Context: an optimization exercise on an open-source flow, tuned for small area, a short achievable clock period and few clock cycles per item. The choices shown serve that exercise and are no tape-out recipe.
In this exercise RTL edits were held to simulation tests only and were not proved equivalent to the original.

== run A ==
Design cnn_top, start of the top module:
module cnn_top (
    clk,
    rst_n,
    start,
    done,
    data_bram_wen, data_bram_addr, data_bram_din,
    weight_bram_wen, weight_bram_addr, weight_bram_din,
    feature_bram_wen, feature_bram_addr, feature_bram_din,
    dense_w_bram_wen, dense_w_bram_addr, dense_w_bram_din,
    final_class_out
);
Size in the first run: ~480 flip-flops, ~76 I/O pins, roughly 33000 um^2 of cells after synthesis.
export LEC_CHECK = 0
export CAP_MARGIN = 20
export CORE_MARGIN = 2
export CORE_UTILIZATION = 60
export CTS_BUF_LIST = sky130_fd_sc_hd__clkbuf_8
export CTS_CLUSTER_DIAMETER = 60
export CTS_CLUSTER_SIZE = 16
export PLACE_DENSITY = 0.75
export SETUP_SLACK_MARGIN = 3.4
export SLEW_MARGIN = 20
export SYNTH_HIERARCHICAL = 1
create_clock -name core_clock -period 7.0 [get_ports {clk}]
run.sh (not shown) runs the stock make flow with config.mk's settings and CLKGATE_MAP_FILE= SYNTH_SCRIPT=/design/flow/synth_recipe.tcl, a recipe that flattens the netlist after the stock synthesis.
Run A: flow completed, timing, DRC and antenna clean
Testbench counts of run A, summed over its fixed seeds: cycles 5,760, inferences 320.
> inputs changed (run A -> run B)
- changing SETUP_SLACK_MARGIN from 3.4 to 3.9
Cmp run B vs run A: area of combinational cells with multiple inputs higher in run B
Reported for run B and run A, inserted tap cell count turned out identical to the last digit.
Comparing run B against run A, there is no change at all in count of clock buffers in the final design.
Input changes introduced in run C (baseline for comparison: run B):
- changing SETUP_SLACK_MARGIN from 3.9 to 3.7
==> summary.txt <==
- Fraction of final layout cells sized beyond drive strength 1 was higher in the run labelled run B.
- Per the comparison of run C with run B, first-iteration DRC count has decreased, biggest cell delay along the critical path grew by 340 ps.

---

## JK
Starting RTL as in the previous note.
make LEC_CHECK=0 CAP_MARGIN=20 CORE_MARGIN=2 CORE_UTILIZATION=60 CTS_BUF_LIST=sky130_fd_sc_hd__clkbuf_8 CTS_CLUSTER_DIAMETER=60 CTS_CLUSTER_SIZE=16 PLACE_DENSITY=0.75 SETUP_SLACK_MARGIN=3.8 SLEW_MARGIN=20 SYNTH_HIERARCHICAL=1 finish   # period 7.0 ns
Testbench counts of JK, summed over its fixed seeds: cycles 5,760, inferences 320.
[inputs] MS vs JK
- SETUP_SLACK_MARGIN changed from 3.8 to 4.0
--- outcome ---
- MS against JK: via count increased by 3.1% relative to the old numbers, number of cells upsized or downsized after cts increased by 22 relative to the old numbers, clock-buffer cell count increased by 2.3% relative to the old numbers.
- In MS relative to JK, sequential standard cell area had gone up slightly.
- Core utilization of the finished layout (lower): JK
- Across both runs, routed wire length was higher for MS than for JK.
## Diff of input files: AL against MS
- a change of SETUP_SLACK_MARGIN from 4.0 to 3.6
Per the comparison of AL with MS, setup slack saw a decrease; flip-flop and latch count barely changed; global-route track usage on met1 shows an increase of 0.21 points.
AL | stages: all done | timing, DRC, antenna: all pass
Compared AL vs MS, and clock skew is up in AL.
In the metrics for MS and AL, the one carrying the higher number of gates resized after cts is MS.

---

Starting RTL as in the previous note.
==> flow/config.mk <==
export PLATFORM = sky130hd
export DESIGN_NAME = cnn_top
export DESIGN_NICKNAME = cnn_top
export VERILOG_FILES = /design/flow/design.v
export SDC_FILE = /design/flow/constraint.sdc
export NUM_CORES = 4
export LEC_CHECK = 0
export CAP_MARGIN = 20
export CORE_MARGIN = 2
export CORE_UTILIZATION = 70
export CTS_BUF_LIST = sky130_fd_sc_hd__clkbuf_8
export CTS_CLUSTER_DIAMETER = 60
export CTS_CLUSTER_SIZE = 16
export PLACE_DENSITY = 0.82
export SETUP_SLACK_MARGIN = 3.8
export SLEW_MARGIN = 20
export SYNTH_HIERARCHICAL = 1
==> flow/constraint.sdc <==
create_clock -name core_clock -period 7.0 [get_ports {clk}]
set_input_delay 1.4000 -clock core_clock [delete_from_list [all_inputs] [get_ports {clk}]]
set_output_delay 1.4000 -clock core_clock [all_outputs]
set_load 0.01 [all_outputs]
The first run went through all stages and came out clean.
Testbench counts at the start, summed over its fixed seeds: cycles 5,760, inferences 320.
Then changed:
Settings changed: CORE_UTILIZATION 70 to 60, CTS_CLUSTER_DIAMETER 60 to 50, CTS_CLUSTER_SIZE 16 to 20, PLACE_DENSITY 0.82 to 0.75.
Effect:
- The changed run finished with timing, DRC and antenna clean
- sequential share of layout area is lower by 0.28 points
- utilization drops by 10 points
- routed wire length went down by 1.6%
- design area is higher by 0.85%
- critical path depth is unchanged
- non-clock buffer count came out lower by 1
- worst setup slack gains 0.078 ns
- hold slack got worse by 0.0082 ns
- synthesized cell count is unchanged
Then changed:
Settings changed: CTS_BUF_LIST sky130_fd_sc_hd__clkbuf_8 to unset, CTS_CLUSTER_DIAMETER 50 to unset, CTS_CLUSTER_SIZE 20 to unset, SETUP_SLACK_MARGIN 3.8 to 4.0.
- non-clock buffer count is higher by 145
- design area is higher by 6.5%
- wire length is higher by 8.4%
- clock-buffer cell count is higher by 3
- setup slack got worse by 0.0078 ns
- core utilization is higher by 4.0 points
- cell count is higher by 4.7%
- sequential cell count stays the same
Then changed:
Settings changed: ABC_AREA set to 1, CTS_BUF_LIST set to sky130_fd_sc_hd__clkbuf_8, CTS_CLUSTER_DIAMETER set to 60, CTS_CLUSTER_SIZE set to 16, SETUP_SLACK_MARGIN 4.0 to 3.8.
=>
- The changed run finished clean
- final area stays the same
- sequential share of layout area goes down by 0.21 points
- die area rose by 7.7%
- setup slack improves by 0.079 ns
- area after synthesis rises by 7.9%
- hold slack got worse by 0.018 ns
- core utilization falls by 4.6 points
- count of clock-buffer cells in the layout drops by 8
- via count rises by 27%

-- afterwards: timing with drivers on the ports --
How much do the figures lean on ideal ports? The routed layouts below were timed once more, with nothing changed but the port constraints.
Step 1: set_driving_cell puts a clkbuf_16 on clk and a buf_2 on each other input, an assumption about the parent block.
Step 2 adds t to the input delays and takes it off the output delays; t is the mean of the earliest and latest rising clock arrival at the registers after step 1. Input paths then give back, and output paths get back, about the clock's delay inside the block.
Slacks: no drivers / after step 1 / after step 2; pairs: no drivers / after step 1.
run	t (ns)	setup slack, ns	latest minus earliest clock arrival (ns)	worst slew at a driven data input, ns	cell pins on the clock port's net
run A	0.726	3.525 / 3.525 / 3.404	0.071 / 0.071	0.04	1
run B	0.724	3.847 / 3.847 / 3.339	0.071 / 0.071	0.04	1
run C	0.727	3.797 / 3.797 / 3.395	0.073 / 0.072	0.04	1
JK	0.728	3.839 / 3.839 / 3.395	0.075 / 0.075	0.04	1
MS	0.707	3.833 / 3.833 / 3.447	0.049 / 0.049	0.04	1
AL	0.728	3.701 / 3.701 / 3.384	0.074 / 0.073	0.04	1
the first run of note 3	0.715	3.767 / 3.767 / 3.412	0.038 / 0.038	0.05	1
the second run of note 3	0.714	3.845 / 3.845 / 3.385	0.059 / 0.059	0.04	1
the third run of note 3	0.663	3.837 / 3.837 / 3.446	0.042 / 0.043	0.04	1
the fourth run of note 3	0.720	3.917 / 3.917 / 3.606	0.065 / 0.064	0.04	1
After both steps every run listed still meets setup and hold. For run B, which loses most, drivers alone change the setup slack by 0.000 ns; drivers and shift together by -0.508 ns.
